Source: an optimization exercise on an open RTL-to-GDS flow (aim: small area). Production flows keep margins and buffers that such runs may drop.
Where RTL was checked, it was by simulation tests only, not by an equivalence proof against the original.
Only the layout flow was run in runs 1 and 2; the RTL was not checked for function there.
The clock port is modelled as an ideal driver; clocking choices that lean on that would not hold on a real chip.
No activity file was given, so power comes from the tool's default toggle rates.

$ cat flow/design.v
module final_top(
	input clk,
	input rst_n,
	input [7:0] datain,
	input random_btn,
	output big,
	output smal,
	output [7:0] seg,
	output [3:0] sel,
	output [3:0] led_out,
	output [7:0] key
);
reg [7:0] R;
reg       out;
reg       npre;
reg       e8;
always @(posedge clk)
	if (!rst_n) begin
		R <= 8'd0; out <= 1'b0; npre <= 1'b0; e8 <= 1'b0;
	end else begin
		R <= {R[6:0], out};
		out <= ~npre | (R[7] ^ R[6]);
		npre <= npre | e8;
		e8 <= R[7];
	end
reg [7:0] k;
reg       bq;
always @(posedge clk)
	if (!rst_n) begin
		k <= 8'hAA; bq <= 1'b0;
	end else begin
		bq <= random_btn;
		if (random_btn & ~bq) k <= R;
	end
assign key  = k;
assign big  = datain > k;
assign smal = datain < k;
wire match = (datain == k);
reg rf, lf;
always @(posedge clk) begin
	rf <= ~rst_n | match;
	lf <= rst_n & match;
end
reg       tc;
reg [1:0] dc;
reg [6:0] Y;
reg       b;
reg [3:0] sl;
reg [2:0] sh;
reg [3:0] ml;
reg [2:0] mt;
reg [3:0] dig;
always @*
	case (dc)
		2'd0: dig = sl;
		2'd1: dig = {1'b0, sh};
		2'd2: dig = ml;
		default: dig = {1'b0, mt};
	endcase
wire [3:0] sl_n, ml_n; wire [2:0] sh_n, mt_n;
assign sl_n[0] = (~sl[0]);
assign sl_n[1] = (sl[0] & ~sl[1] & ~sl[3]) | (~sl[0] & sl[1]);
assign sl_n[2] = (sl[0] & sl[1] & ~sl[2]) | (~sl[1] & sl[2]) | (~sl[0] & sl[2]);
assign sl_n[3] = (~sl[0] & sl[3]) | (sl[0] & sl[1] & sl[2]);
assign ml_n[0] = (~ml[0]);
assign ml_n[1] = (ml[0] & ~ml[1] & ~ml[3]) | (~ml[0] & ml[1]);
assign ml_n[2] = (ml[0] & ml[1] & ~ml[2]) | (~ml[1] & ml[2]) | (~ml[0] & ml[2]);
assign ml_n[3] = (~ml[0] & ml[3]) | (ml[0] & ml[1] & ml[2]);
assign sh_n[0] = (~sh[0]);
assign sh_n[1] = (sh[0] & ~sh[1] & ~sh[2]) | (~sh[0] & sh[1]);
assign sh_n[2] = (sh[0] & sh[1]) | (~sh[0] & sh[2]);
assign mt_n[0] = (~mt[0]);
assign mt_n[1] = (mt[0] & ~mt[1] & ~mt[2]) | (~mt[0] & mt[1]);
assign mt_n[2] = (mt[0] & mt[1]) | (~mt[0] & mt[2]);
wire sl9 = (sl[0] & sl[3]);
wire ml9 = (ml[0] & ml[3]);
wire sh5 = (sh[0] & sh[2]);
wire s15 = (sl[0] & ~sl[1] & sl[2] & sh[0]);
wire s22 = (~sl[0] & sl[1] & sh[1]);
wire s25 = (sl[0] & sl[2] & sh[1]);
wire [3:0] sv;
assign sv[0] = (~sl[0] & ~sl[1] & ~sh[0] & ~sh[1]) | (sl[0] & sl[1] & sh[1]) | (~sl[0] & sl[1] & sh[0]) | (sl[1] & sl[2] & sh[0]) | (sl[3] & sh[0]) | (~sl[0] & sl[2] & sh[1]);
assign sv[1] = (~sl[0] & ~sl[1] & sh[1]) | (sl[0] & ~sl[1] & ~sh[0] & ~sh[1]) | (sl[0] & sl[1] & sh[0]) | (sl[3] & sh[0]) | (sl[2] & sh[1]);
assign sv[2] = (~sl[0] & sl[1] & ~sh[0] & ~sh[1]) | (~sl[0] & ~sl[1] & sh[0]) | (sl[3] & sh[0]) | (~sl[0] & ~sl[1] & sh[1]) | (sl[0] & ~sl[2] & sh[1]);
assign sv[3] = (~sl[1] & sh[1]) | (~sl[0] & sh[1]) | (sl[0] & sl[1] & ~sh[0] & ~sh[1]) | (sl[0] & ~sl[1] & sh[0]);
wire bomb = (ml[1]) | (ml[2]) | (ml[3]);
wire [6:0] s7;
assign s7[0] = (~dig[0] & ~dig[2]) | (dig[1]) | (dig[0] & dig[2]) | (dig[3]);
assign s7[1] = (~dig[2]) | (~dig[0] & ~dig[1]) | (dig[0] & dig[1]);
assign s7[2] = (~dig[1]) | (dig[0]) | (dig[2]);
assign s7[3] = (~dig[0] & ~dig[2]) | (dig[1] & ~dig[2]) | (dig[0] & ~dig[1] & dig[2]) | (~dig[0] & dig[1]) | (dig[3]);
assign s7[4] = (~dig[0] & ~dig[2]) | (~dig[0] & dig[1]);
assign s7[5] = (~dig[0] & ~dig[1]) | (~dig[1] & dig[2]) | (~dig[0] & dig[2]) | (dig[3]);
assign s7[6] = (dig[1] & ~dig[2]) | (~dig[1] & dig[2]) | (dig[3]) | (~dig[0] & dig[1]);
wire t4   = tc & (dc == 2'd3);
wire W    = t4 & (Y == 7'd124);
wire inc  = W & (lf ^ b);
wire lend = lf & W & ~b;
wire g2   = lend & (s15 | s22);
wire g3   = lend & s25;
wire gap  = g2 | g3;
wire c_sh = inc & sl9;
wire c_ml = c_sh & sh5;
wire c_mt = c_ml & ml9;
wire keep = rst_n & (match ? lf : ~rf);
always @(posedge clk)
	if (!keep) begin
		tc <= 1'b0; dc <= 2'd0; Y <= 7'd0; b <= 1'b0;
		sl <= 4'd0; sh <= 3'd0; ml <= 4'd0; mt <= 3'd0;
	end else begin
		tc <= gap ? g3 : ~tc;
		if (gap) dc <= {1'b1, g2};
		else if (tc) dc <= dc + 2'd1;
		if (gap) Y <= 7'd124;
		else if (t4) Y <= W ? 7'd0 : Y + 7'd1;
		if (W) b <= lf ? gap : ~b;
		if (inc) begin
			if (lf & s25) begin
				sl <= 4'd0; sh <= 3'd0;
			end else begin
				sl <= sl_n;
				if (c_sh) sh <= sh_n;
			end
		end
		if (c_ml) ml <= ml_n;
		if (c_mt) mt <= mt_n;
	end
wire [6:0] bp;
assign bp[0] = ~dc[1] ^ dc[0];
assign bp[1] = dc[1] & ~dc[0];
assign bp[2] = dc[1] & ~dc[0];
assign bp[3] = ~(dc[1] & dc[0]);
assign bp[4] = 1'b1;
assign bp[5] = ~(dc[0] & ~dc[1]);
assign bp[6] = dc[0];
wire [7:0] seg_d = bomb ? {1'b1, bp} : {~dc[0], s7};
wire [3:0] sel_d = {~(dc == 2'd0), ~(dc == 2'd1), ~(dc == 2'd2), ~(dc == 2'd3)};
assign seg = rf ? 8'd0 : seg_d;
assign sel = rf ? 4'd0 : sel_d;
wire half = ~b & (Y[6] | ((Y[5:1] == 5'b11111) & (Y[0] | dc[1])));
assign led_out = sv & {4{half & lf}};
endmodule
$ cat flow/config.mk
export PLATFORM = sky130hd
export DESIGN_NAME = final_top
export DESIGN_NICKNAME = final_top
export VERILOG_FILES = /design/flow/design.v
export SDC_FILE = /design/flow/constraint.sdc
export NUM_CORES = 4
export LEC_CHECK = 0
export CAP_MARGIN = 20
export CORE_MARGIN = 2
export CORE_UTILIZATION = 40
export SLEW_MARGIN = 20
$ cat flow/constraint.sdc
create_clock -name core_clock -period 10.0 [get_ports {clk}]
set_input_delay 2.0000 -clock core_clock [delete_from_list [all_inputs] [get_ports {clk}]]
set_output_delay 2.0000 -clock core_clock [all_outputs]
set_load 0.01 [all_outputs]
$ cat flow/flow/run.sh
#!/bin/bash
export BUFFER_PORTS_ARGS="-buffer_cell sky130_fd_sc_hd__buf_1"
export CTS_ARGS="-sink_clustering_enable -sink_clustering_size 50 -sink_clustering_max_diameter 300 -repair_clock_nets -dont_use_dummy_load -buf_list sky130_fd_sc_hd__clkbuf_8"
bash standard.sh > flow_standard.log 2>&1
$ cat flow/standard.sh
#!/bin/bash
# synth_recipe.tcl (not shown) runs the flow's synth.tcl, then flattens the netlist and writes it again
# the make line also repeats each setting of config.mk as NAME=value (left out here)
make -C /OpenROAD-flow-scripts/flow DESIGN_CONFIG=/design/flow/config.mk WORK_HOME=/design/flow/orfs CLKGATE_MAP_FILE= SYNTH_SCRIPT=/design/flow/synth_recipe.tcl "${@:-finish}"
==> impl_table.tex, run 1 <==
\begin{tabular}{lr}
\hline
Metric & Value \\
\hline
\multicolumn{2}{l}{\textbf{Worst setup path}} \\
\quad Data required time at the worst endpoint & 8.00 ns \\
\quad Startpoint class of the critical path & input port \\
\quad CP Data Arrival Time & 3.25 ns \\
\quad Worst path buffer plus inverter count & 2 \\
\quad Biggest fanout along the worst timing path & 2 \\
\quad Critical path's top delay family & compound AO/OA/AOI/OAI gates \\
\quad Setup crit end kind & output pin \\
\quad Type of the setup path with the least slack & input port to output pin \\
\quad List of cells traversed by the critical path & buf\_1 -> ha\_1 -> a21o\_1 -> a21o\_1 -> a21oi\_1 -> o21a\_1 -> buf\_1 \\
\quad Worst stage delay on the critical path & 0.30 ns \\
\quad Standard cell with the maximum stage delay on the critical path & sky130\_fd\_sc\_hd\_\_ha\_1 \\
\multicolumn{2}{l}{\textbf{CTS}} \\
\quad Max Buffers Root-to-Sink & 2 \\
\quad \# resized after CTS & 0 \\
\quad Clk Latency, worst-skew pair & 0.31 ns \\
\quad TritonCTS clock tree & built \\
\quad Clock-pin slew on the worst setup and hold paths & 0.09 ns \\
\quad Post-CTS setup buffer count & 0 \\
\quad Inserted Clock Buffers & 5 \\
\quad Clock root buffer master & sky130\_fd\_sc\_hd\_\_clkbuf\_8 \\
\quad Level count of the clock H-tree & 2 \\
\quad Post-cts hold buffer count & 0 \\
\quad Sink count of the clock tree & 47 \\
\multicolumn{2}{l}{\textbf{Routing}} \\
\quad WL per Instance & 13.1 um \\
\quad Routed via count & 2281 \\
\quad First-iteration detailed-routing DRC count & 106 \\
\quad Via density & 5.33 \\
\quad Detailed-route DRC error count & 0 \\
\quad First-pass iteration count of the detailed router & 5 \\
\quad Antenna Nets Post-Route & 0 \\
\quad Post-Route WL & 5.60 mm \\
\multicolumn{2}{l}{\textbf{Synth}} \\
\quad Async S/R FF share, synth & 0\% \\
\quad Flop and latch count out of synthesis & 47 \\
\quad Net count after synthesis & 351 \\
\quad Sequential fraction of the synthesis area & 35.5\% \\
\quad Gate count of the mapped netlist & 323 \\
\quad Library cell with the highest instance count after synthesis & sky130\_fd\_sc\_hd\_\_dfxtp\_1 \\
\quad Warnings from Yosys & 1 \\
\quad Count of distinct cell types in the synthesized netlist & 49 \\
\quad Number of flops mapped to enable cells by yosys & 0 \\
\quad List of most frequent post-synthesis cells & 47 x sky130\_fd\_sc\_hd\_\_dfxtp\_1, 39 x sky130\_fd\_sc\_hd\_\_nand2\_1, 25 x sky130\_fd\_sc\_hd\_\_nor2\_1 \\
\quad Avg Cell Area, Syn & 8.21 um\^{}2 \\
\quad Yosys top cell area share & 35.5\% \\
\quad Cell type with the largest total area after synthesis & sky130\_fd\_sc\_hd\_\_dfxtp\_1 \\
\quad Most area-consuming cells after synthesis & sky130\_fd\_sc\_hd\_\_dfxtp\_1 35\%, sky130\_fd\_sc\_hd\_\_ha\_1 8.0\%, sky130\_fd\_sc\_hd\_\_nand2\_1 5.5\% \\
\quad Main synth FF type & sky130\_fd\_sc\_hd\_\_dfxtp\_1 \\
\quad Area of the mapped netlist & 2650 um\^{}2 \\
\multicolumn{2}{l}{\textbf{Status}} \\
\quad Status & no timing/DRC/antenna violations \\
\multicolumn{2}{l}{\textbf{Timing}} \\
\quad Portion of the clock cycle consumed by the worst path in the final layout & 52.5\% \\
\quad Sum of negative setup slack & 0 ns \\
\quad Setup repair after global routing missed its margin & false \\
\quad Min Clock Period, post-route & 5.25 ns \\
\quad Final Max Tran Viols & 0 \\
\quad Clk\_skew & 0.0207 ns \\
\quad Worst relative slew slack & 50.1\% \\
\quad Number of failing setup endpoints in the final timing report & 0 \\
\quad Achievable frequency & 191 MHz \\
\quad Number of hold violations in the final report & 0 \\
\quad Worst slew pin tran & 0.746 ns \\
\multicolumn{2}{l}{\textbf{GRT}} \\
\quad Number of global-route vias before repair & 2115 \\
\quad First-pass GRT wire length & 9.46 mm \\
\quad Global-route track usage on met1 & 20.6\% \\
\quad Global route total overflow & 0 \\
\quad Antenna violations before repair & 0 \\
\quad Most crowded layer after global routing & met2 \\
\quad Tot GR Track Use & 16.0\% \\
\quad Met3 global-route usage & 3.31\% \\
\quad M2 GR Usage & 26.9\% \\
\quad Pin count of the biggest net entering global routing & 26 \\
\multicolumn{2}{l}{\textbf{Floorplanning}} \\
\quad Core area & 6390 um\^{}2 \\
\quad Number of ports placed on the die boundary & 37 \\
\quad Initial standard-cell utilization of the core & 41.5\% \\
\quad Height of the die & 85.4 um \\
\quad Num rows & 29 \\
\quad Die W & 85.4 um \\
\quad Die Area & 7300 um\^{}2 \\
\multicolumn{2}{l}{\textbf{Placement}} \\
\quad Global placer's final weighted congestion & 0.760 \\
\quad Post-detail-place hpwl & 4.13 mm \\
\quad Number of port buffers & 36 \\
\multicolumn{2}{l}{\textbf{Pwr}} \\
\quad Power, Total & 323 uW \\
\quad Pleak & 1.07 nW \\
\quad IR Drop Worst-Case VDD & 72.6 uV \\
\quad Total power density per cell area & 111 nW/um\^{}2 \\
\multicolumn{2}{l}{\textbf{Cells and area}} \\
\quad Area Growth Syn to Fin & 9.91\% \\
\quad Final core occ & 45.7\% \\
\quad Diodes inserted & 0 \\
\quad Share of post-route cells with drive strength above 1 & 4.56\% \\
\quad Number of nets in the finished design & 381 \\
\multicolumn{2}{l}{\textbf{Min path}} \\
\quad Worst hold path class & flip-flop to flip-flop \\
\multicolumn{2}{l}{\textbf{Job}} \\
\quad Total of max-cap violations & 0 \\
\hline
\end{tabular}
==> worst register-to-register path, delay by kind of cell (launching register included) <==
kind,cells,cell delay (ns)
AND/OR/NAND/NOR,4,1.44
flip-flops,1,0.45
adder cells (fa/ha/maj),1,0.29
AO/OA/AOI/OAI,1,0.13
==> routing by layer <==
layer,vias to the layer above,part of all wire (%)
li1,1190,-
met1,1046,48
met2,40,47
met3,5,4.0
met4,0,1.1
met5,-,0
==> logic make-up after synthesis <==
group | share of synthesized area [%]
buf+inv | 4.67
simple gates | 25.8
xor+xnor | 4.58
compound gates | 18.3
mux | 3.07
fa+ha+maj | 8.02
flops | 35.5
==> where the power goes <==
part	internal, mW	switching (mW)	total [mW]
clock network	0.0452	0.0582	0.103
logic	0.0106	0.0162	0.0268
registers	0.190	0.00281	0.193
total	0.246	0.0772	0.323
==> flip-flops by register name (all words and copies together) (netlist names), named ones only <==
name and count:
R 8, Y 7, b 1, bq 1
dc 2, e8 1, k 8, lf 1
ml 4, mt 2, npre 1, out 1
rf 1, sh 3, sl 4, tc 1
==> placed cells by master (no fill, tap or decap), drive strengths merged, types with 3 or more instances in the layout <==
master   n
dfxtp   47
nand2   39
buf     37
nor2    25
a21oi   25
inv     19
ha      17
and2    14
o21ai   13
nand3   10
nand4   10
mux2i    7
nor2b    7
xnor2    7
nor3     6
o211ai   6
xor2     6
a31oi    5
clkbuf   5
a21boi   5
nor3b    4
a222oi   3
a211oi   3
a22oi    3
or3      3
o21a     3
a21o     3
nand2b   3
==> cell type report <==
| class | instances | area [um^2] |
|---|---|---|
| Multi-Input combinational cell | 243 | 1600 |
| Fill cell | 659 | 3470 |
| Tap cell | 77 | 96.3 |
| Clock buffer | 5 | 68.8 |
| Inverter | 19 | 71.3 |
| Sequential cell | 47 | 941 |
| Timing Repair Buffer | 37 | 143 |
==> metrics by stage <==
stage / cells / hold WS [ns] / area, um^2 / setup WS (ns)
floorplan: 323 / 0.405 / 2650 / 5.06
global placement: 423 / 0.412 / 2850 / 4.76
detailed placement: 423 / 0.421 / 2850 / 4.75
CTS: 428 / 0.451 / 2920 / 4.75
global route: 428 / 0.464 / 2920 / 4.68
finish: 428 / 0.445 / 2920 / 4.75
==> final timing paths <==
path / endpoint / cells after the start / startpoint / slack, ns
worst max-delay path: smal / 7 / datain[5] / 4.75
worst max register to register: mt[1]$_SDFFE_PN0P_ / 6 / dc[0]$_SDFFE_PN0P_ / 7.64
worst min register to register: npre$_SDFF_PN0_ / 1 / e8$_SDFF_PN0_ / 0.44
worst min-delay path: npre$_SDFF_PN0_ / 1 / e8$_SDFF_PN0_ / 0.44
==> run 2: changes to the inputs <==
==> flow/flow/run.sh (replaced) <==
#!/bin/bash
export BUFFER_PORTS_ARGS="-buffer_cell sky130_fd_sc_hd__buf_1"
export CTS_ARGS="-sink_clustering_enable -sink_clustering_size 50 -sink_clustering_max_diameter 300 -repair_clock_nets -dont_use_dummy_load -buf_list sky130_fd_sc_hd__clkbuf_16 -root_buf sky130_fd_sc_hd__clkbuf_16"
bash standard.sh > flow_standard.log 2>&1
==> run 2 against run 1 <==
Against the previous run: die area did not move; flip-flop and latch count did not move; final area rose by 1.9%; highest routed layer unchanged; largest cell class unchanged; critical path type unchanged; synthesized cell count did not move; first-iteration DRC count fell by 11%; global-route usage did not move.
==> impl_table.tex, run 2 <==
\begin{tabular}{lr}
\hline
Metric & Value \\
\hline
\multicolumn{2}{l}{\textbf{Timing}} \\
\quad Sum of negative setup slack & 0 ns \\
\quad Worst slew pin tran & 0.741 ns \\
\quad Worst relative slew slack & 50.5\% \\
\quad Final Max Tran Viols & 0 \\
\quad Min Clock Period, post-route & 5.25 ns \\
\quad Portion of the clock cycle consumed by the worst path in the final layout & 52.5\% \\
\quad Number of hold violations in the final report & 0 \\
\quad Setup repair after global routing missed its margin & false \\
\quad Clk\_skew & 0.0160 ns \\
\quad Number of failing setup endpoints in the final timing report & 0 \\
\quad Achievable frequency & 191 MHz \\
\multicolumn{2}{l}{\textbf{Placement}} \\
\quad Number of port buffers & 36 \\
\quad Post-detail-place hpwl & 4.13 mm \\
\quad Global placer's final weighted congestion & 0.760 \\
\multicolumn{2}{l}{\textbf{Synth}} \\
\quad Net count after synthesis & 351 \\
\quad Flop and latch count out of synthesis & 47 \\
\quad Gate count of the mapped netlist & 323 \\
\quad Warnings from Yosys & 1 \\
\quad Number of flops mapped to enable cells by yosys & 0 \\
\quad Cell type with the largest total area after synthesis & sky130\_fd\_sc\_hd\_\_dfxtp\_1 \\
\quad List of most frequent post-synthesis cells & 47 x sky130\_fd\_sc\_hd\_\_dfxtp\_1, 39 x sky130\_fd\_sc\_hd\_\_nand2\_1, 25 x sky130\_fd\_sc\_hd\_\_nor2\_1 \\
\quad Yosys top cell area share & 35.5\% \\
\quad Async S/R FF share, synth & 0\% \\
\quad Avg Cell Area, Syn & 8.21 um\^{}2 \\
\quad Most area-consuming cells after synthesis & sky130\_fd\_sc\_hd\_\_dfxtp\_1 35\%, sky130\_fd\_sc\_hd\_\_ha\_1 8.0\%, sky130\_fd\_sc\_hd\_\_nand2\_1 5.5\% \\
\quad Main synth FF type & sky130\_fd\_sc\_hd\_\_dfxtp\_1 \\
\quad Count of distinct cell types in the synthesized netlist & 49 \\
\quad Sequential fraction of the synthesis area & 35.5\% \\
\quad Area of the mapped netlist & 2650 um\^{}2 \\
\quad Library cell with the highest instance count after synthesis & sky130\_fd\_sc\_hd\_\_dfxtp\_1 \\
\multicolumn{2}{l}{\textbf{Pwr}} \\
\quad Sequential share of power & 52.1\% \\
\quad Power share of the clock group & 40.6\% \\
\quad Sw frac & 21.9\% \\
\quad Pleak & 1.10 nW \\
\quad Net switching power figure & 81.3 uW \\
\quad IR Drop Worst-Case VDD & 96.8 uV \\
\quad Internal Pwr Total & 289 uW \\
\quad Total power density per cell area & 125 nW/um\^{}2 \\
\quad Combinational share of power & 7.2\% \\
\quad Power, Total & 371 uW \\
\multicolumn{2}{l}{\textbf{Cells and area}} \\
\quad Area Growth Syn to Fin & 12.0\% \\
\quad Number of nets in the finished design & 381 \\
\quad Commonest cells after routing, fill and taps aside & 47 x sky130\_fd\_sc\_hd\_\_dfxtp\_1, 39 x sky130\_fd\_sc\_hd\_\_nand2\_1, 36 x sky130\_fd\_sc\_hd\_\_buf\_1 \\
\quad Share of post-route cells with drive strength above 1 & 4.56\% \\
\quad Leading cell type in the layout, fill and taps excluded & sky130\_fd\_sc\_hd\_\_dfxtp\_1 \\
\quad Registers with the most flip-flops & R: 8 flops, k: 8 flops, Y: 7 flops \\
\quad Diodes inserted & 0 \\
\quad Layout fillers & 651 \\
\multicolumn{2}{l}{\textbf{Routing}} \\
\quad WL per Instance & 13.0 um \\
\quad First-iteration detailed-routing DRC count & 94 \\
\quad First-pass iteration count of the detailed router & 4 \\
\quad Antenna Nets Post-Route & 0 \\
\quad Detailed-route DRC error count & 0 \\
\quad Routed via count & 2263 \\
\quad Post-Route WL & 5.56 mm \\
\quad Via density & 5.29 \\
\multicolumn{2}{l}{\textbf{Worst setup path}} \\
\quad Setup crit end kind & output pin \\
\quad Startpoint class of the critical path & input port \\
\quad Number of cell instances on the worst register-to-register path & 6 \\
\quad Biggest fanout along the worst timing path & 2 \\
\quad Critical R2R Launch & dc[0]\$\_SDFFE\_PN0P\_ \\
\quad CP Data Arrival Time & 3.25 ns \\
\quad Type of the setup path with the least slack & input port to output pin \\
\quad FF-to-FF setup slack & 7.64 ns \\
\quad Worst R2R End & mt[1]\$\_SDFFE\_PN0P\_ \\
\quad Data required time at the worst endpoint & 8.00 ns \\
\multicolumn{2}{l}{\textbf{Min path}} \\
\quad Worst hold path class & flip-flop to flip-flop \\
\quad Launch instance of the worst min-delay path & e8\$\_SDFF\_PN0\_ \\
\quad Endpoint of the worst hold-timing path & npre\$\_SDFF\_PN0\_ \\
\quad Worst hold path cell count & 1 \\
\multicolumn{2}{l}{\textbf{Status}} \\
\quad Status & no timing/DRC/antenna violations \\
\multicolumn{2}{l}{\textbf{GRT}} \\
\quad Number of global-route vias before repair & 2101 \\
\quad Global route total overflow & 0 \\
\quad Tot GR Track Use & 16.0\% \\
\quad Antenna violations before repair & 0 \\
\quad First-pass GRT wire length & 9.46 mm \\
\quad Pin count of the biggest net entering global routing & 26 \\
\multicolumn{2}{l}{\textbf{CTS}} \\
\quad Clk Latency, worst-skew pair & 0.29 ns \\
\quad Sink count of the clock tree & 47 \\
\quad Clock-pin slew on the worst setup and hold paths & 0.07 ns \\
\quad Level count of the clock H-tree & 2 \\
\quad Inserted Clock Buffers & 5 \\
\quad TritonCTS clock tree & built \\
\quad \# resized after CTS & 0 \\
\quad Clock root buffer master & sky130\_fd\_sc\_hd\_\_clkbuf\_16 \\
\quad Post-CTS setup buffer count & 0 \\
\quad Max Buffers Root-to-Sink & 2 \\
\quad Post-cts hold buffer count & 0 \\
\multicolumn{2}{l}{\textbf{Floorplanning}} \\
\quad Height of the die & 85.4 um \\
\quad Die Area & 7300 um\^{}2 \\
\quad Die W & 85.4 um \\
\quad Initial standard-cell utilization of the core & 41.5\% \\
\quad Number of ports placed on the die boundary & 37 \\
\quad Core area & 6390 um\^{}2 \\
\quad Num rows & 29 \\
\multicolumn{2}{l}{\textbf{Job}} \\
\quad Total of max-cap violations & 0 \\
\hline
\end{tabular}
## run 2: cell types whose count changed in the layout (fill, tap and decap cells not counted)
cell,before,now
sky130_fd_sc_hd__clkbuf_8,5,0
sky130_fd_sc_hd__clkbuf_16,0,5
## run 2: worst max-delay path by stage
stage	startpoint	to	slack, ns
after global placement	datain[5]	smal	4.76
final	datain[5]	smal	4.75
after floorplan	datain[5]	smal	5.06
after global routing	datain[5]	smal	4.68
after CTS	datain[5]	smal	4.75
after detailed placement	datain[5]	smal	4.75
## run 2: power by group through the flow
stage / clock network, mW / logic (mW) / registers [mW]
2_1_floorplan: 0 / 0.0179 / 0.197
3_3_place_gp: 0 / 0.0269 / 0.197
3_5_place_dp: 0 / 0.0272 / 0.197
4_1_cts: 0.156 / 0.0272 / 0.193
5_1_grt: 0.167 / 0.0304 / 0.194
6_report: 0.151 / 0.0267 / 0.193
## run 2: cell type report
class / count / area (um^2) / share of cell area (%)
tap: 77 / 96.3 / 3.24
sequential: 47 / 941 / 31.7
multi-input combinational: 243 / 1600 / 53.7
clock buffer: 5 / 125 / 4.21
inverter: 19 / 71.3 / 2.40
timing repair buffer: 37 / 143 / 4.80
## run 2: through the flow
stage	std cells	area, um^2	setup WS, ns	utilization (%)	hold WS, ns
5_1_grt	428	2970	4.68	46.5	0.460
3_3_place_gp	423	2850	4.76	44.6	0.412
4_1_cts	428	2970	4.75	46.5	0.444
2_1_floorplan	323	2650	5.06	-	0.405
6_report	428	2970	4.75	46.5	0.438
3_5_place_dp	423	2850	4.75	44.6	0.421
## run 2: worst max-delay path, cell delays in order
cell                      delay (ns)
sky130_fd_sc_hd__buf_1          0.07
sky130_fd_sc_hd__ha_1           0.30
sky130_fd_sc_hd__a21o_1         0.16
sky130_fd_sc_hd__a21o_1         0.17
sky130_fd_sc_hd__a21oi_1        0.25
sky130_fd_sc_hd__o21a_1         0.16
sky130_fd_sc_hd__buf_1          0.14
## run 2: kinds of logic (layout without fill, tap and decap cells)
group	Yosys count	in the layout	synth area share, %
AOI/OAI and AO/OA	76	76	18.3
xor gates and xnor gates	13	13	4.58
muxes	8	8	3.07
buffers and inverters	33	61	4.67
DFF	47	47	35.5
and+or+nand+nor	129	129	25.8
adders and majority gates	17	17	8.02
## run 2: routing by layer
metal / up-vias / part of all wire (%) / global-route usage, %
li1: 1193 / - / -
met1: 1028 / 49 / 20.8
met2: 37 / 47 / 26.8
met3: 5 / 3.2 / 3.60
met4: 0 / 1.2 / 4.47
met5: - / 0 / 0
==> run 3: changes to the inputs <==
--- a/flow/design.v
+++ b/flow/design.v
@@ -11,5 +11,6 @@
 	output [7:0] key
 );
-reg [7:0] R;
+reg [7:0] Rx;
+wire [7:0] R = Rx ^ 8'h55;
 reg       out;
 reg       npre;
@@ -17,7 +18,7 @@
 always @(posedge clk)
 	if (!rst_n) begin
-		R <= 8'd0; out <= 1'b0; npre <= 1'b0; e8 <= 1'b0;
+		Rx <= 8'h55; out <= 1'b0; npre <= 1'b0; e8 <= 1'b0;
 	end else begin
-		R <= {R[6:0], out};
+		Rx <= {R[6:0], out} ^ 8'h55;
 		out <= ~npre | (R[7] ^ R[6]);
 		npre <= npre | e8;
@@ -93,8 +94,9 @@
 assign s7[5] = (~dig[0] & ~dig[1]) | (~dig[1] & dig[2]) | (~dig[0] & dig[2]) | (dig[3]);
 assign s7[6] = (dig[1] & ~dig[2]) | (~dig[1] & dig[2]) | (dig[3]) | (~dig[0] & dig[1]);
-wire t4   = tc & (dc == 2'd3);
-wire W    = t4 & (Y == 7'd124);
-wire inc  = W & (lf ^ b);
-wire lend = lf & W & ~b;
+wire tick = tc | lf;
+wire t4   = tick & (dc == 2'd3);
+wire W    = t4 & (Y == 7'd80);
+wire inc  = W & b & ~(lf & tc);
+wire lend = lf & inc;
 wire g2   = lend & (s15 | s22);
 wire g3   = lend & s25;
@@ -109,10 +111,10 @@
 		sl <= 4'd0; sh <= 3'd0; ml <= 4'd0; mt <= 3'd0;
 	end else begin
-		tc <= gap ? g3 : ~tc;
-		if (gap) dc <= {1'b1, g2};
-		else if (tc) dc <= dc + 2'd1;
-		if (gap) Y <= 7'd124;
-		else if (t4) Y <= W ? 7'd0 : Y + 7'd1;
-		if (W) b <= lf ? gap : ~b;
+		tc <= lf ? (gap | (tc & ~W)) : ~tc;
+		if (gap) dc <= {g2, g3};
+		else if (tick) dc <= dc + 2'd1;
+		if (gap) Y <= 7'd80;
+		else if (t4) Y <= W ? 7'd0 : {Y[5:0], ~(Y[6] ^ Y[5])};
+		if (W) b <= ~b | gap;
 		if (inc) begin
 			if (lf & s25) begin
@@ -124,5 +126,5 @@
 		end
 		if (c_ml) ml <= ml_n;
-		if (c_mt) mt <= mt_n;
+		if (c_mt) mt <= (mt == 3'd5) ? 3'd0 : mt + 3'd1;
 	end
 wire [6:0] bp;
@@ -138,5 +140,4 @@
 assign seg = rf ? 8'd0 : seg_d;
 assign sel = rf ? 4'd0 : sel_d;
-wire half = ~b & (Y[6] | ((Y[5:1] == 5'b11111) & (Y[0] | dc[1])));
-assign led_out = sv & {4{half & lf}};
+assign led_out = sv & {4{b & ~tc & lf}};
 endmodule
==> flow/flow/run.sh (replaced) <==
#!/bin/bash
# Layout flow: the standard flow (standard.sh, ORFS) with these changes:
#  - synthesis: the same script (synth_recipe.tcl), but the final ABC mapping
#    is area-oriented (flow/area_abc.tcl: the smallest result of the ABC
#    scripts flow/abc_*.script) instead of the speed script with buffering
#    and sizing, and adders are left to ABC instead of half/full-adder cells.
#    The registers (mapped by dfflibmap before ABC) are untouched; the flow
#    checks that they match the standard synthesis's (names and cell types)
#    and falls back to the standard synthesis if they do not.
#  - port buffers are buf_1 cells;
set -e
here=$(pwd)
{
  head -1 synth_recipe.tcl
  echo "source $here/flow/area_abc.tcl"
  tail -n +2 synth_recipe.tcl
} > area_synth.tcl
export AREA_ABC_SCRIPTS="$(ls $here/flow/abc_*.script | tr '\n' ' ')"
export BUFFER_PORTS_ARGS="-buffer_cell sky130_fd_sc_hd__buf_1"
export MANUAL_CTS_DIR="$here/flow"
export PRE_CTS_TCL="$here/flow/pre_cts.tcl"

# reference: the standard synthesis, for its registers
sed -e "s|WORK_HOME=[^ ]*|WORK_HOME=$here/orfs_ref|" standard.sh > ref_standard.sh
bash ref_standard.sh synth > flow_ref_synth.log 2>&1
sed -e "s|SYNTH_SCRIPT=[^ ]*|SYNTH_SCRIPT=$here/area_synth.tcl ADDER_MAP_FILE=|" standard.sh > area_standard.sh
bash area_standard.sh synth > flow_synth.log 2>&1
regs() { grep -E '^ *sky130_fd_sc_hd__(df|edf|sdf)[a-z0-9_]* ' "$1" | sort; }
res=orfs/results/sky130hd/final_top/base
if ! diff <(regs orfs_ref/results/sky130hd/final_top/base/1_2_yosys.v) <(regs $res/1_2_yosys.v) > flow_regs_diff.log; then
  echo "registers differ from the standard synthesis: using the standard synthesis" | tee -a flow_synth.log
  cp orfs_ref/results/sky130hd/final_top/base/1_2_yosys.v $res/1_2_yosys.v
  touch $res/1_2_yosys.v
fi
bash area_standard.sh > flow_standard.log 2>&1
==> flow/flow/abc_b1.script (new file) <==
strash
&get -n
&fraig -x
&put
scorr
dc2
strash
&get -n
&dch -f
&nf -R 1000
&put
==> flow/flow/abc_b2.script (new file) <==
strash
&get -n
&fraig -x
&put
scorr
dc2
strash
dch -f
map -a
==> flow/flow/abc_b3.script (new file) <==
strash
&get -n
&fraig -x
&put
scorr
dc2
strash
&get -n
&syn2
&synch2
&dch -f
&nf -R 1000
&put
==> flow/flow/abc_c1.script (new file) <==
strash
&get -n
&fraig -x
&put
scorr
dc2
strash
&get -n
&syn2
&dch -f
&nf -R 1000
&put
==> flow/flow/abc_c2.script (new file) <==
strash
&get -n
&fraig -x
&put
scorr
dc2
strash
&get -n
&synch2
&dch -f
&nf -R 1000
&put
==> flow/flow/abc_c4.script (new file) <==
strash
&get -n
&fraig -x
&put
scorr
dc2
strash
&get -n
&syn2
&synch2
&dch -f
&nf -R 1000
&put
&get -n
&syn2
&synch2
&dch -f
&nf -R 1000
&put
==> flow/flow/abc_c5.script (new file) <==
strash
&get -n
&fraig -x
&put
scorr
dc2
strash
dch -f
amap
==> flow/flow/abc_c8.script (new file) <==
strash
&get -n
&fraig -x
&put
scorr
dc2
strash
&get -n
&syn2
&synch2
&put
dch -f
amap
==> flow/flow/abc_c9.script (new file) <==
strash
&get -n
&fraig -x
&put
scorr
dc2
strash
dch -f
amap
strash
dch -f
amap
==> flow/flow/area_abc.tcl (new file) <==
# Sourced by the synthesis script after its first line: replaces ORFS's final
# ABC mapping (speed script, with buffering and gate sizing for a 10 ps
# target) by area-oriented mapping.  ABC is run with each script listed in
# AREA_ABC_SCRIPTS on the same netlist and the smallest result is kept.  Only
# combinational logic changes: the registers were mapped before this step.
proc abc {args} {
  foreach opt {-script -D -constr} {
    set i [lsearch -exact $args $opt]
    if { $i >= 0 } { set args [lreplace $args $i [expr {$i + 1}]] }
  }
  set i [lsearch -exact $args -liberty]
  set lib [lindex $args [expr {$i + 1}]]
  yosys design -save area_abc_in
  set best_area ""
  set best_script ""
  foreach script $::env(AREA_ABC_SCRIPTS) {
    yosys design -load area_abc_in
    yosys abc -script $script -D 10000 {*}$args
    set rpt $::env(OBJECTS_DIR)/area_abc_stat.txt
    yosys tee -q -o $rpt stat -liberty $lib
    set fp [open $rpt r]
    set txt [read $fp]
    close $fp
    if { ![regexp {Chip area for module[^:]*:\s*([0-9.]+)} $txt -> area] } { continue }
    puts "area_abc: [file tail $script] $area"
    if { $best_area eq "" || $area < $best_area } {
      set best_area $area
      set best_script $script
      yosys design -save area_abc_best
    }
  }
  puts "area_abc: kept [file tail $best_script] ($best_area)"
  yosys design -load area_abc_best
}
==> flow/flow/manual_cts.tcl (new file) <==
# Manual clock tree: the clock port drives (through an optional root buffer)
# ngroups leaf buffers, each driving a group of registers (groups
# are stripes of equal size along the longer side of the sinks' bounding box).
proc manual_cts {ngroups leaf_cell root_cell} {
  set block [ord::get_db_block]
  set db [ord::get_db]
  set net [$block findNet clk]
  set sinks {}
  foreach iterm [$net getITerms] {
    set bb [[$iterm getInst] getBBox]
    lappend sinks [list $iterm [expr {([$bb xMin] + [$bb xMax]) / 2}] [expr {([$bb yMin] + [$bb yMax]) / 2}]]
  }
  set xs [lmap s $sinks {lindex $s 1}]
  set ys [lmap s $sinks {lindex $s 2}]
  set w [expr {[tcl::mathfunc::max {*}$xs] - [tcl::mathfunc::min {*}$xs]}]
  set h [expr {[tcl::mathfunc::max {*}$ys] - [tcl::mathfunc::min {*}$ys]}]
  set key [expr {$w >= $h ? 1 : 2}]
  set sinks [lsort -integer -index $key $sinks]
  set n [llength $sinks]
  if { $root_cell ne "" } {
    set root [odb::dbInst_create $block [$db findMaster $root_cell] clkbuf_root]
    set rootnet [odb::dbNet_create $block clknet_root]
    $rootnet setSigType CLOCK
    [$root findITerm A] connect $net
    [$root findITerm X] connect $rootnet
    set skip [list clk clknet_root]
  } else {
    set rootnet $net
    set skip [list clk]
  }
  set rx 0; set ry 0
  for {set g 0} {$g < $ngroups} {incr g} {
    set lo [expr {$g * $n / $ngroups}]
    set hi [expr {($g + 1) * $n / $ngroups - 1}]
    set buf [odb::dbInst_create $block [$db findMaster $leaf_cell] clkbuf_leaf_$g]
    set lnet [odb::dbNet_create $block clknet_leaf_$g]
    $lnet setSigType CLOCK
    set sx 0; set sy 0; set m 0
    foreach s [lrange $sinks $lo $hi] {
      set it [lindex $s 0]
      $it disconnect
      $it connect $lnet
      set sx [expr {$sx + [lindex $s 1]}]; set sy [expr {$sy + [lindex $s 2]}]; incr m
    }
    [$buf findITerm A] connect $rootnet
    [$buf findITerm X] connect $lnet
    set cx [expr {$sx / $m}]; set cy [expr {$sy / $m}]
    $buf setLocation $cx $cy
    $buf setPlacementStatus PLACED
    set rx [expr {$rx + $cx}]; set ry [expr {$ry + $cy}]
    lappend skip clknet_leaf_$g
  }
  if { $root_cell ne "" } {
    $root setLocation [expr {$rx / $ngroups}] [expr {$ry / $ngroups}]
    $root setPlacementStatus PLACED
  }
  puts "manual clock tree: clk -> $root_cell -> $ngroups x $leaf_cell -> $n registers"
  set_cts_config -skip_nets $skip
}
==> flow/flow/pre_cts.tcl (new file) <==
# Sourced by ORFS's cts.tcl before clock_tree_synthesis (PRE_CTS_TCL).
source $::env(MANUAL_CTS_DIR)/manual_cts.tcl
manual_cts 4 sky130_fd_sc_hd__clkbuf_4 ""
--- a/flow/config.mk
+++ b/flow/config.mk
@@ -8,4 +8,5 @@
 export CAP_MARGIN = 20
 export CORE_MARGIN = 2
-export CORE_UTILIZATION = 40
+export CORE_UTILIZATION = 65
+export PLACE_DENSITY = 0.8
 export SLEW_MARGIN = 20
==> run 3 against run 2 <==
Against the previous run: final area decreased by 21%; setup slack about the same; cell count decreased by 13%; utilization increased by 30 points; critical path depth increased by 2; synthesized cell count decreased by 11%; highest routed layer unchanged; maximum frequency about the same; still clean.
==> impl_table.tex, run 3 <==
\begin{tabular}{lr}
\hline
Metric & Value \\
\hline
\multicolumn{2}{l}{\textbf{Status}} \\
\quad Status & no timing/DRC/antenna violations \\
\multicolumn{2}{l}{\textbf{Synth}} \\
\quad Main synth FF type & sky130\_fd\_sc\_hd\_\_dfxtp\_1 \\
\quad Count of distinct cell types in the synthesized netlist & 29 \\
\quad List of most frequent post-synthesis cells & 69 x sky130\_fd\_sc\_hd\_\_nor2\_1, 47 x sky130\_fd\_sc\_hd\_\_dfxtp\_1, 43 x sky130\_fd\_sc\_hd\_\_clkinv\_1 \\
\quad Number of flops mapped to enable cells by yosys & 0 \\
\quad Cell type with the largest total area after synthesis & sky130\_fd\_sc\_hd\_\_dfxtp\_1 \\
\quad Area of the mapped netlist & 2130 um\^{}2 \\
\quad Flop and latch count out of synthesis & 47 \\
\quad Net count after synthesis & 297 \\
\quad Library cell with the highest instance count after synthesis & sky130\_fd\_sc\_hd\_\_nor2\_1 \\
\quad Warnings from Yosys & 1 \\
\quad Avg Cell Area, Syn & 7.45 um\^{}2 \\
\quad Async S/R FF share, synth & 0\% \\
\quad Yosys top cell area share & 44.2\% \\
\quad Most area-consuming cells after synthesis & sky130\_fd\_sc\_hd\_\_dfxtp\_1 44\%, sky130\_fd\_sc\_hd\_\_nor2\_1 12\%, sky130\_fd\_sc\_hd\_\_clkinv\_1 7.6\% \\
\quad Gate count of the mapped netlist & 286 \\
\quad Sequential fraction of the synthesis area & 44.2\% \\
\multicolumn{2}{l}{\textbf{Cells and area}} \\
\quad Commonest cells after routing, fill and taps aside & 69 x sky130\_fd\_sc\_hd\_\_nor2\_1, 47 x sky130\_fd\_sc\_hd\_\_dfxtp\_1, 43 x sky130\_fd\_sc\_hd\_\_clkinv\_1 \\
\quad Registers with the most flip-flops & Rx: 8 flops, k: 8 flops, Y: 7 flops \\
\quad Register Area & 941 um\^{}2 \\
\quad Leading cell type in the layout, fill and taps excluded & sky130\_fd\_sc\_hd\_\_nor2\_1 \\
\quad Multi-input combinational cell area & 1030 um\^{}2 \\
\quad Layout fillers & 267 \\
\quad Diodes inserted & 0 \\
\quad Final core occ & 76.6\% \\
\quad Number of nets in the finished design & 340 \\
\quad Finished Cell Area & 2360 um\^{}2 \\
\quad Share of post-route cells with drive strength above 1 & 1.53\% \\
\quad Area Growth Syn to Fin & 10.7\% \\
\multicolumn{2}{l}{\textbf{Worst setup path}} \\
\quad Startpoint class of the critical path & input port \\
\quad Setup crit end kind & output pin \\
\quad Most common cell type on the critical path & sky130\_fd\_sc\_hd\_\_buf\_1 \\
\quad Worst path buffer plus inverter count & 3 \\
\quad Standard cell with the maximum stage delay on the critical path & sky130\_fd\_sc\_hd\_\_a311oi\_1 \\
\quad Data required time at the worst endpoint & 8.00 ns \\
\quad FF-to-FF setup slack & 6.14 ns \\
\quad Type of the setup path with the least slack & input port to output pin \\
\quad Critical path's top delay family & compound AO/OA/AOI/OAI gates \\
\quad List of cells traversed by the critical path & buf\_1 -> clkinv\_1 -> a22oi\_1 -> o22ai\_1 -> a311oi\_1 -> a211o\_1 -> a21oi\_1 -> nor2b\_1 -> buf\_1 \\
\quad Biggest fanout along the worst timing path & 2 \\
\quad CP Data Arrival Time & 3.25 ns \\
\quad Worst stage delay on the critical path & 0.29 ns \\
\multicolumn{2}{l}{\textbf{Timing}} \\
\quad Portion of the clock cycle consumed by the worst path in the final layout & 52.5\% \\
\quad Number of hold violations in the final report & 0 \\
\quad Min Clock Period, post-route & 5.25 ns \\
\quad Final Max Tran Viols & 0 \\
\quad Worst slew pin tran & 0.700 ns \\
\quad Number of failing setup endpoints in the final timing report & 0 \\
\quad Achievable frequency & 191 MHz \\
\quad Clk\_skew & 0.0160 ns \\
\quad Sum of negative setup slack & 0 ns \\
\quad Worst relative slew slack & 53.2\% \\
\quad Setup repair after global routing missed its margin & false \\
\multicolumn{2}{l}{\textbf{CTS}} \\
\quad Post-CTS setup buffer count & 0 \\
\quad Clk Latency, worst-skew pair & 0.18 ns \\
\quad Clock-pin slew on the worst setup and hold paths & 0.12 ns \\
\quad \# resized after CTS & 0 \\
\quad Post-cts hold buffer count & 0 \\
\multicolumn{2}{l}{\textbf{GRT}} \\
\quad Global route total overflow & 0 \\
\quad Tot GR Track Use & 25.3\% \\
\quad Number of global-route vias before repair & 1810 \\
\quad First-pass GRT wire length & 7.55 mm \\
\quad Pin count of the biggest net entering global routing & 22 \\
\quad Antenna violations before repair & 0 \\
\multicolumn{2}{l}{\textbf{Placement}} \\
\quad Global placer's final weighted congestion & 0.902 \\
\quad Area of placed instances & 2330 um\^{}2 \\
\quad Post-detail-place hpwl & 3.48 mm \\
\quad Number of port buffers & 36 \\
\multicolumn{2}{l}{\textbf{Routing}} \\
\quad First-iteration detailed-routing DRC count & 214 \\
\quad Detailed-route DRC error count & 0 \\
\quad Via density & 5.80 \\
\quad Antenna Nets Post-Route & 0 \\
\quad Post-Route WL & 4.49 mm \\
\quad First-pass iteration count of the detailed router & 4 \\
\quad WL per Instance & 12.1 um \\
\quad Routed via count & 2151 \\
\multicolumn{2}{l}{\textbf{Floorplanning}} \\
\quad Die W & 61.3 um \\
\quad Core area & 3080 um\^{}2 \\
\quad Initial standard-cell utilization of the core & 69.2\% \\
\quad Num rows & 20 \\
\quad Number of ports placed on the die boundary & 37 \\
\quad Die Area & 3750 um\^{}2 \\
\quad Height of the die & 61.3 um \\
\multicolumn{2}{l}{\textbf{Job}} \\
\quad Total of max-cap violations & 0 \\
\multicolumn{2}{l}{\textbf{Pwr}} \\
\quad Power, Total & 291 uW \\
\quad Pleak & 0.737 nW \\
\quad Total power density per cell area & 123 nW/um\^{}2 \\
\quad IR Drop Worst-Case VDD & 93.6 uV \\
\multicolumn{2}{l}{\textbf{Min path}} \\
\quad Worst hold path class & flip-flop to flip-flop \\
\hline
\end{tabular}
## run 3: report_power, final
group	internal [mW]	switching, mW
clock network	0.0193	0.0446
logic	0.0116	0.0209
registers	0.191	0.00354
## run 3: per-stage QoR
stage / setup WS (ns) / hold slack (ns) / cells
2_1_floorplan: 4.96 / 0.343 / 286
3_3_place_gp: 4.78 / 0.367 / 367
3_5_place_dp: 4.76 / 0.372 / 367
4_1_cts: 4.75 / 0.372 / 371
5_1_grt: 4.63 / 0.425 / 371
6_report: 4.75 / 0.375 / 371
## run 3: final cells by class
type                            count  area share (%)
Sequential cell                    47            39.9
Multi-Input combinational cell    196            43.6
Timing Repair Buffer               37            6.05
Tap cell                           44            2.33
Inverter                           43            6.84
Buffer                              4            1.27
## run 3: worst paths after layout
kind                      startpoint                  to  cells after the start
setup / recovery           datain[1]                 big                      9
hold / removal      Rx[3]$_SDFF_PN0_    Rx[4]$_SDFF_PN1_                      1
setup reg to reg  dc[0]$_SDFFE_PN0P_  mt[1]$_SDFFE_PN0P_                     15
hold reg to reg     Rx[3]$_SDFF_PN0_    Rx[4]$_SDFF_PN1_                      1
## run 3: cell families (layout without fill, tap and decap cells)
family                 count (synthesis)  after routing  synth area share [%]
buffers and inverters                 43             84                  7.57
DFF                                   47             47                  44.2
AOI/OAI and AO/OA                     82             82                  26.0
and+or+nand+nor                      114            114                  22.3
## run 3: metal layers
layer / GRT usage, % / share of wire [%]
met1: 35.3 / 47
met2: 44.2 / 46
met3: 1.05 / 4.9
met4: 4.66 / 1.9
met5: 0 / 0
==> run 4: changes to the inputs <==
==> flow/flow/pre_cts.tcl (replaced) <==
# Sourced by ORFS's cts.tcl before clock_tree_synthesis (PRE_CTS_TCL).
source $::env(MANUAL_CTS_DIR)/manual_cts.tcl
manual_cts 3 sky130_fd_sc_hd__clkbuf_8 ""
--- a/flow/config.mk
+++ b/flow/config.mk
@@ -8,5 +8,4 @@
 export CAP_MARGIN = 20
 export CORE_MARGIN = 2
-export CORE_UTILIZATION = 65
-export PLACE_DENSITY = 0.8
+export CORE_UTILIZATION = 40
 export SLEW_MARGIN = 20
==> run 4 against run 3 <==
Against the previous run: flip-flop and latch count stayed put; synthesized cell count stayed put; setup slack worse by 0.0067 ns; die area is 58% higher; clock skew is 0.014 ns lower; first-iteration DRC count is 63% lower; cell count is 6.7% higher; largest cell class unchanged.
==> impl_table.tex, run 4 <==
\begin{tabular}{lr}
\hline
Metric & Value \\
\hline
\multicolumn{2}{l}{\textbf{Routing}} \\
\quad Routed via count & 2084 \\
\quad First-pass iteration count of the detailed router & 4 \\
\quad Via density & 5.26 \\
\quad Detailed-route DRC error count & 0 \\
\quad First-iteration detailed-routing DRC count & 79 \\
\quad Post-Route WL & 4.83 mm \\
\quad WL per Instance & 12.2 um \\
\quad Antenna Nets Post-Route & 0 \\
\multicolumn{2}{l}{\textbf{Synth}} \\
\quad Main synth FF type & sky130\_fd\_sc\_hd\_\_dfxtp\_1 \\
\quad Sequential fraction of the synthesis area & 44.2\% \\
\quad Count of distinct cell types in the synthesized netlist & 29 \\
\quad Area of the mapped netlist & 2130 um\^{}2 \\
\quad Gate count of the mapped netlist & 286 \\
\quad Number of flops mapped to enable cells by yosys & 0 \\
\quad Yosys top cell area share & 44.2\% \\
\quad Flop and latch count out of synthesis & 47 \\
\quad Most area-consuming cells after synthesis & sky130\_fd\_sc\_hd\_\_dfxtp\_1 44\%, sky130\_fd\_sc\_hd\_\_nor2\_1 12\%, sky130\_fd\_sc\_hd\_\_clkinv\_1 7.6\% \\
\quad Warnings from Yosys & 1 \\
\quad Library cell with the highest instance count after synthesis & sky130\_fd\_sc\_hd\_\_nor2\_1 \\
\quad Async S/R FF share, synth & 0\% \\
\quad List of most frequent post-synthesis cells & 69 x sky130\_fd\_sc\_hd\_\_nor2\_1, 47 x sky130\_fd\_sc\_hd\_\_dfxtp\_1, 43 x sky130\_fd\_sc\_hd\_\_clkinv\_1 \\
\quad Avg Cell Area, Syn & 7.45 um\^{}2 \\
\quad Net count after synthesis & 297 \\
\quad Cell type with the largest total area after synthesis & sky130\_fd\_sc\_hd\_\_dfxtp\_1 \\
\multicolumn{2}{l}{\textbf{Min path}} \\
\quad Worst hold path class & flip-flop to flip-flop \\
\multicolumn{2}{l}{\textbf{Placement}} \\
\quad Post-detail-place hpwl & 3.65 mm \\
\quad Global placer's final weighted congestion & 0.841 \\
\quad Number of port buffers & 36 \\
\multicolumn{2}{l}{\textbf{Timing}} \\
\quad Achievable frequency & 190 MHz \\
\quad Worst relative slew slack & 48.3\% \\
\quad Worst slew pin tran & 0.773 ns \\
\quad Clk\_skew & 0.00223 ns \\
\quad Portion of the clock cycle consumed by the worst path in the final layout & 52.5\% \\
\quad Sum of negative setup slack & 0 ns \\
\quad Number of hold violations in the final report & 0 \\
\quad Min Clock Period, post-route & 5.25 ns \\
\quad Setup repair after global routing missed its margin & false \\
\quad Number of failing setup endpoints in the final timing report & 0 \\
\quad Final Max Tran Viols & 0 \\
\quad Final Hold Slack & 0.385 ns \\
\multicolumn{2}{l}{\textbf{CTS}} \\
\quad Post-cts hold buffer count & 0 \\
\quad Clock-pin slew on the worst setup and hold paths & 0.09 ns \\
\quad Clk Latency, worst-skew pair & 0.15 ns \\
\quad Post-CTS setup buffer count & 0 \\
\quad \# resized after CTS & 0 \\
\multicolumn{2}{l}{\textbf{GRT}} \\
\quad First-pass GRT wire length & 8.27 mm \\
\quad Global route total overflow & 0 \\
\quad Tot GR Track Use & 15.9\% \\
\quad Number of global-route vias before repair & 1856 \\
\quad Pin count of the biggest net entering global routing & 22 \\
\quad Antenna violations before repair & 0 \\
\multicolumn{2}{l}{\textbf{Floorplanning}} \\
\quad Initial standard-cell utilization of the core & 41.5\% \\
\quad Core area & 5140 um\^{}2 \\
\quad Die W & 77.0 um \\
\quad Num rows & 26 \\
\quad Height of the die & 77.0 um \\
\quad Number of ports placed on the die boundary & 37 \\
\quad Die Area & 5930 um\^{}2 \\
\multicolumn{2}{l}{\textbf{Pwr}} \\
\quad Combinational share of power & 10.8\% \\
\quad IR Drop Worst-Case VDD & 61.6 uV \\
\quad Internal Pwr Total & 230 uW \\
\quad Sw frac & 23.8\% \\
\quad Sequential share of power & 64.4\% \\
\quad Net switching power figure & 71.9 uW \\
\quad Pleak & 0.740 nW \\
\quad Power share of the clock group & 24.8\% \\
\quad Total power density per cell area & 126 nW/um\^{}2 \\
\multicolumn{2}{l}{\textbf{Worst setup path}} \\
\quad Standard cell with the maximum stage delay on the critical path & sky130\_fd\_sc\_hd\_\_a311oi\_1 \\
\quad Worst stage delay on the critical path & 0.30 ns \\
\quad CP Data Arrival Time & 3.25 ns \\
\quad Data required time at the worst endpoint & 8.00 ns \\
\quad Biggest fanout along the worst timing path & 2 \\
\quad Startpoint class of the critical path & input port \\
\quad List of cells traversed by the critical path & buf\_1 -> clkinv\_1 -> a22oi\_1 -> o22ai\_1 -> a311oi\_1 -> a211o\_1 -> a21oi\_1 -> nor2b\_1 -> buf\_1 \\
\quad Type of the setup path with the least slack & input port to output pin \\
\quad Setup crit end kind & output pin \\
\quad Most common cell type on the critical path & sky130\_fd\_sc\_hd\_\_buf\_1 \\
\multicolumn{2}{l}{\textbf{Cells and area}} \\
\quad Diodes inserted & 0 \\
\quad Leading cell type in the layout, fill and taps excluded & sky130\_fd\_sc\_hd\_\_nor2\_1 \\
\quad Number of nets in the finished design & 339 \\
\quad Commonest cells after routing, fill and taps aside & 69 x sky130\_fd\_sc\_hd\_\_nor2\_1, 47 x sky130\_fd\_sc\_hd\_\_dfxtp\_1, 43 x sky130\_fd\_sc\_hd\_\_clkinv\_1 \\
\quad Share of post-route cells with drive strength above 1 & 1.23\% \\
\quad Area Growth Syn to Fin & 12.7\% \\
\quad Registers with the most flip-flops & Rx: 8 flops, k: 8 flops, Y: 7 flops \\
\multicolumn{2}{l}{\textbf{Job}} \\
\quad Total of max-cap violations & 0 \\
\multicolumn{2}{l}{\textbf{Status}} \\
\quad Status & no timing/DRC/antenna violations \\
\hline
\end{tabular}
[run 4: kinds of logic after synthesis]
| logic type | Yosys count | share of synthesized area [%] |
|---|---|---|
| and+or+nand+nor | 114 | 22.3 |
| AOI/OAI and AO/OA | 82 | 26.0 |
| DFF | 47 | 44.2 |
| buffers and inverters | 43 | 7.57 |
[run 4: critical path: cells and delay by family]
family                 cells  cell delay (ns)
AOI/OAI and AO/OA          5             0.81
buffers and inverters      3             0.30
and+or+nand+nor            1             0.13
[run 4: stage by stage]
stage	worst slack [ns]	area (um^2)	instances	utilization, %	power (mW)
final	4.75	2400	396	46.7	0.302
after global routing	4.61	2400	396	46.7	0.316
after CTS	4.75	2400	396	46.7	0.288
after detailed placement	4.76	2360	393	45.9	0.231
after global placement	4.78	2360	393	45.9	0.232
after floorplan	4.96	2130	286	-	0.220
[run 4: layout make-up]
| cell class | instances | area [um^2] |
|---|---|---|
| Inverter | 43 | 161 |
| Timing Repair Buffer | 37 | 143 |
| Buffer | 3 | 41.3 |
| Tap cell | 70 | 87.6 |
| Fill cell | 554 | 2740 |
| Sequential cell | 47 | 941 |
| Multi-Input combinational cell | 196 | 1030 |
[run 4: path summary, 6_finish.rpt]
check                          start                 end  slack, ns  cells past startpoint
setup / recovery           datain[1]                 big       4.75                      9
setup reg to reg  dc[0]$_SDFFE_PN0P_  mt[2]$_SDFFE_PN0P_       6.11                     15
hold reg to reg       out$_SDFF_PN0_    Rx[0]$_SDFF_PN1_       0.38                      1
hold / removal        out$_SDFF_PN0_    Rx[0]$_SDFF_PN1_       0.38                      1
[run 4: power by group through the flow]
stage                     Clock, mW  Sequential, mW  Combinational [mW]
final                        0.0751           0.195              0.0326
after detailed placement          0           0.199              0.0326
after global routing         0.0840           0.195              0.0368
after global placement            0           0.199              0.0326
after CTS                    0.0559           0.199              0.0327
after floorplan                   0           0.199              0.0202
[run 4: per-layer routing]
layer / vias up / global-route usage (%) / routed length (um)
met5: - / 0 / 0
met1: 931 / 22.6 / 2480
li1: 1103 / - / -
met2: 42 / 27.1 / 2090
met3: 8 / 1.06 / 177
met4: 0 / 2.50 / 87
==> run 5: changes to the inputs <==
==> flow/flow/abc_d1.script (new file) <==
strash
&get -n
&fraig -x
&put
scorr
dc2
strash
&get -n
&deepsyn -T 20
&put
dch -f
amap
==> flow/flow/abc_e1.script (new file) <==
strash
&get -n
&fraig -x
&put
scorr
dc2
strash
&get -n
&deepsyn -T 60
&put
dch -f
amap
==> flow/flow/abc_e2.script (new file) <==
strash
&get -n
&fraig -x
&put
scorr
dc2
strash
&get -n
&deepsyn -T 20 -S 7
&put
dch -f
amap
==> flow/flow/abc_e3.script (new file) <==
strash
&get -n
&fraig -x
&put
scorr
dc2
strash
&get -n
&deepsyn -T 20 -S 42
&put
dch -f
amap
==> run 5 against run 4 <==
Against the previous run: global-route usage up 0.38 points; cell count down 6.3%; area after synthesis down 4.9%; die area down 4.7%; worst hold slack worse by 0.012 ns; critical path depth down 2; sequential power about the same; via count down 7.8%; utilization up 0.72 points; synthesized cell count down 7.3%; highest routed layer unchanged.
==> impl_table.tex, run 5 <==
\begin{tabular}{lr}
\hline
Metric & Value \\
\hline
\multicolumn{2}{l}{\textbf{Pwr}} \\
\quad Pleak & 0.726 nW \\
\quad Sw frac & 23.1\% \\
\quad Sequential share of power & 65.6\% \\
\quad Internal Pwr Total & 228 uW \\
\quad Net switching power figure & 68.4 uW \\
\quad Combinational share of power & 8.8\% \\
\quad Total power density per cell area & 130 nW/um\^{}2 \\
\quad IR Drop Worst-Case VDD & 69.7 uV \\
\quad Power share of the clock group & 25.6\% \\
\multicolumn{2}{l}{\textbf{Placement}} \\
\quad Post-detail-place hpwl & 3.59 mm \\
\quad Global placer's final weighted congestion & 0.866 \\
\quad Number of port buffers & 36 \\
\multicolumn{2}{l}{\textbf{Floorplanning}} \\
\quad Core area & 4820 um\^{}2 \\
\quad Initial standard-cell utilization of the core & 42.1\% \\
\quad Die W & 75.2 um \\
\quad Number of ports placed on the die boundary & 37 \\
\quad Num rows & 25 \\
\quad Height of the die & 75.2 um \\
\quad Die Area & 5650 um\^{}2 \\
\multicolumn{2}{l}{\textbf{Status}} \\
\quad Status & no timing/DRC/antenna violations \\
\multicolumn{2}{l}{\textbf{CTS}} \\
\quad Clk Latency, worst-skew pair & 0.16 ns \\
\quad \# resized after CTS & 0 \\
\quad Post-CTS setup buffer count & 0 \\
\quad Post-cts hold buffer count & 0 \\
\quad Clock-pin slew on the worst setup and hold paths & 0.10 ns \\
\multicolumn{2}{l}{\textbf{Timing}} \\
\quad Sum of negative setup slack & 0 ns \\
\quad Setup repair after global routing missed its margin & false \\
\quad Number of failing setup endpoints in the final timing report & 0 \\
\quad Portion of the clock cycle consumed by the worst path in the final layout & 51.2\% \\
\quad Min Clock Period, post-route & 5.12 ns \\
\quad Worst slew pin tran & 0.711 ns \\
\quad Final Max Tran Viols & 0 \\
\quad Worst relative slew slack & 52.2\% \\
\quad Achievable frequency & 195 MHz \\
\quad Number of hold violations in the final report & 0 \\
\quad Clk\_skew & 0.0120 ns \\
\multicolumn{2}{l}{\textbf{Min path}} \\
\quad Launch instance of the worst min-delay path & out\$\_SDFF\_PN0\_ \\
\quad Worst hold path class & flip-flop to flip-flop \\
\multicolumn{2}{l}{\textbf{Worst setup path}} \\
\quad Standard cell with the maximum stage delay on the critical path & sky130\_fd\_sc\_hd\_\_o21ai\_0 \\
\quad Setup crit end kind & output pin \\
\quad Startpoint class of the critical path & input port \\
\quad Worst stage delay on the critical path & 0.25 ns \\
\quad List of cells traversed by the critical path & buf\_1 -> a22o\_1 -> o21ai\_0 -> clkinv\_1 -> o21ai\_0 -> nor2\_1 -> buf\_1 \\
\quad Type of the setup path with the least slack & input port to output pin \\
\quad Data required time at the worst endpoint & 8.00 ns \\
\quad Critical R2R Launch & dc[0]\$\_SDFFE\_PN0P\_ \\
\quad CP Data Arrival Time & 3.12 ns \\
\quad Biggest fanout along the worst timing path & 2 \\
\quad Crit. Startpoint & datain[2] \\
\multicolumn{2}{l}{\textbf{Synth}} \\
\quad Most area-consuming cells after synthesis & sky130\_fd\_sc\_hd\_\_dfxtp\_1 46\%, sky130\_fd\_sc\_hd\_\_nor2\_1 9.1\%, sky130\_fd\_sc\_hd\_\_clkinv\_1 8.2\% \\
\quad Main synth FF type & sky130\_fd\_sc\_hd\_\_dfxtp\_1 \\
\quad Area share of xor/xnor cells in the synthesized design & 0\% \\
\quad Adder-cell share of the synthesized area & 0\% \\
\quad Count of distinct cell types in the synthesized netlist & 29 \\
\quad Compound-Gate Fraction of Synth Area & 24.6\% \\
\quad Combinational family with the most area after synthesis & compound AO/OA/AOI/OAI gates \\
\quad Number of flops mapped to enable cells by yosys & 0 \\
\quad Yosys top cell area share & 46.4\% \\
\quad Warnings from Yosys & 1 \\
\quad Net count after synthesis & 276 \\
\quad Fraction of synthesized area in multiplexers & 0\% \\
\quad Simple-Gate Fraction of Synth Area & 20.8\% \\
\quad Library cell with the highest instance count after synthesis & sky130\_fd\_sc\_hd\_\_nor2\_1 \\
\quad Sequential fraction of the synthesis area & 46.4\% \\
\quad List of most frequent post-synthesis cells & 49 x sky130\_fd\_sc\_hd\_\_nor2\_1, 47 x sky130\_fd\_sc\_hd\_\_dfxtp\_1, 44 x sky130\_fd\_sc\_hd\_\_clkinv\_1 \\
\quad Avg Cell Area, Syn & 7.64 um\^{}2 \\
\quad Cell type with the largest total area after synthesis & sky130\_fd\_sc\_hd\_\_dfxtp\_1 \\
\quad Async S/R FF share, synth & 0\% \\
\quad Area of the mapped netlist & 2030 um\^{}2 \\
\quad Flop and latch count out of synthesis & 47 \\
\quad Gate count of the mapped netlist & 265 \\
\multicolumn{2}{l}{\textbf{Cells and area}} \\
\quad Share of post-route cells with drive strength above 1 & 0.987\% \\
\quad Commonest cells after routing, fill and taps aside & 49 x sky130\_fd\_sc\_hd\_\_nor2\_1, 47 x sky130\_fd\_sc\_hd\_\_dfxtp\_1, 44 x sky130\_fd\_sc\_hd\_\_clkinv\_1 \\
\quad Area Growth Syn to Fin & 12.8\% \\
\quad Leading cell type in the layout, fill and taps excluded & sky130\_fd\_sc\_hd\_\_nor2\_1 \\
\quad Diodes inserted & 0 \\
\quad Register Area & 941 um\^{}2 \\
\quad Multi-input combinational cell area & 920 um\^{}2 \\
\quad Final core occ & 47.5\% \\
\quad Layout fillers & 497 \\
\quad Registers with the most flip-flops & Rx: 8 flops, k: 8 flops, Y: 7 flops \\
\quad Number of nets in the finished design & 317 \\
\multicolumn{2}{l}{\textbf{Routing}} \\
\quad Detailed-route DRC error count & 0 \\
\quad First-pass iteration count of the detailed router & 4 \\
\quad Routed via count & 1922 \\
\quad Via density & 5.18 \\
\quad Post-Route WL & 4.61 mm \\
\quad Antenna Nets Post-Route & 0 \\
\quad First-iteration detailed-routing DRC count & 84 \\
\quad WL per Instance & 12.4 um \\
\multicolumn{2}{l}{\textbf{GRT}} \\
\quad Pin count of the biggest net entering global routing & 17 \\
\quad Tot GR Track Use & 16.3\% \\
\quad Antenna violations before repair & 0 \\
\quad Number of global-route vias before repair & 1698 \\
\quad Global route total overflow & 0 \\
\quad First-pass GRT wire length & 7.56 mm \\
\multicolumn{2}{l}{\textbf{Job}} \\
\quad Total of max-cap violations & 0 \\
\hline
\end{tabular}
[run 5: changes by cell type after synthesis, moves of 3 or more]
cell	delta
sky130_fd_sc_hd__o22a_1	+3
sky130_fd_sc_hd__a211oi_1	-3
sky130_fd_sc_hd__a22o_1	+3
sky130_fd_sc_hd__or2_0	+3
sky130_fd_sc_hd__nor2_1	-20
sky130_fd_sc_hd__a22oi_1	-4
sky130_fd_sc_hd__o21a_1	+3
sky130_fd_sc_hd__a311oi_1	-3
[run 5: power by group through the flow]
stage | registers (mW) | logic (mW) | clock network [mW]
2_1_floorplan | 0.199 | 0.0163 | 0
3_3_place_gp | 0.199 | 0.0261 | 0
3_5_place_dp | 0.199 | 0.0262 | 0
4_1_cts | 0.199 | 0.0263 | 0.0559
5_1_grt | 0.195 | 0.0297 | 0.0836
6_report | 0.194 | 0.0262 | 0.0757
[run 5: worst max-delay path, delay by kind of cell]
family	cells	cell delay, ns
compound gates	3	0.73
buf+inv	3	0.31
simple gates	1	0.07
[run 5: cell families (layout without fill, tap and decap cells)]
| group | after synthesis | count (layout) |
|---|---|---|
| AO/OA/AOI/OAI | 75 | 75 |
| buffers and inverters | 44 | 83 |
| flip-flops | 47 | 47 |
| AND/OR/NAND/NOR | 99 | 99 |
[run 5: area by class of cell]
type / count / share of cell area (%)
buffer: 3 / 1.81
sequential: 47 / 41.2
timing repair buffer: 36 / 5.91
multi-input combinational: 174 / 40.2
tap: 67 / 3.67
inverter: 44 / 7.22
[run 5: routing by layer]
metal  part of all wire (%)  vias up  track usage, %  wire [um]
met3                    2.8        6            1.07        129
met1                     50      868            23.8       2310
met2                     46       37            26.5       2110
met5                      0        -               0          0
met4                    1.2        0            3.51         55
li1                       -     1011               -          -
[run 5: path summary, 6_finish.rpt]
check	end	slack, ns	depth (start not counted)
worst max register to register	mt[1]$_SDFFE_PN0P_	6.66	17
worst min-delay path	Rx[0]$_SDFF_PN1_	0.37	1
worst max-delay path	big	4.88	7
worst min register to register	Rx[0]$_SDFF_PN1_	0.37	1
[run 5: per-stage QoR]
| stage | instance area, um^2 | cells | hold slack (ns) | total power [mW] | setup slack [ns] |
|---|---|---|---|---|---|
| after global placement | 2240 | 368 | 0.347 | 0.225 | 4.95 |
| after CTS | 2290 | 371 | 0.353 | 0.281 | 4.91 |
| after floorplan | 2030 | 265 | 0.343 | 0.215 | 5.00 |
| after detailed placement | 2240 | 368 | 0.353 | 0.225 | 4.92 |
| final | 2290 | 371 | 0.372 | 0.296 | 4.88 |
| after global routing | 2290 | 371 | 0.400 | 0.308 | 4.71 |

## static timing again, ports no longer ideal
Ports are ideal in the flow. The routed layouts listed here were re-timed in OpenROAD. Step 1 sets driving cells, clkbuf_16 on the clock port and buf_2 on the other inputs (assumed; they add their load-dependent delay and slew). Step 2 moves the port delays by t, midway between the first and last clock arrival at a register: inputs arrive t later, outputs are due t later. That takes back most of the time a late clock gives input paths. a / b / c = no drivers / after step 1 / after step 2; a / b = the first two.
run | t (ns) | setup slack, ns | slew at the worst register clock pin (ns) | worst data-port slew with drivers (ns) | pins driven straight from the clock port
run 1 | 0.325 | 4.753 / 4.732 / 4.732 | 0.09 / 0.09 | 0.03 | 1
run 2 | 0.315 | 4.754 / 4.732 / 4.732 | 0.07 / 0.07 | 0.03 | 1
run 3 | 0.208 | 4.754 / 4.733 / 4.733 | 0.12 / 0.12 | 0.03 | 4
run 4 | 0.196 | 4.748 / 4.725 / 4.725 | 0.10 / 0.10 | 0.03 | 3
run 5 | 0.195 | 4.875 / 4.852 / 4.852 | 0.10 / 0.10 | 0.04 | 3
After both steps setup and hold are still met in every run listed.
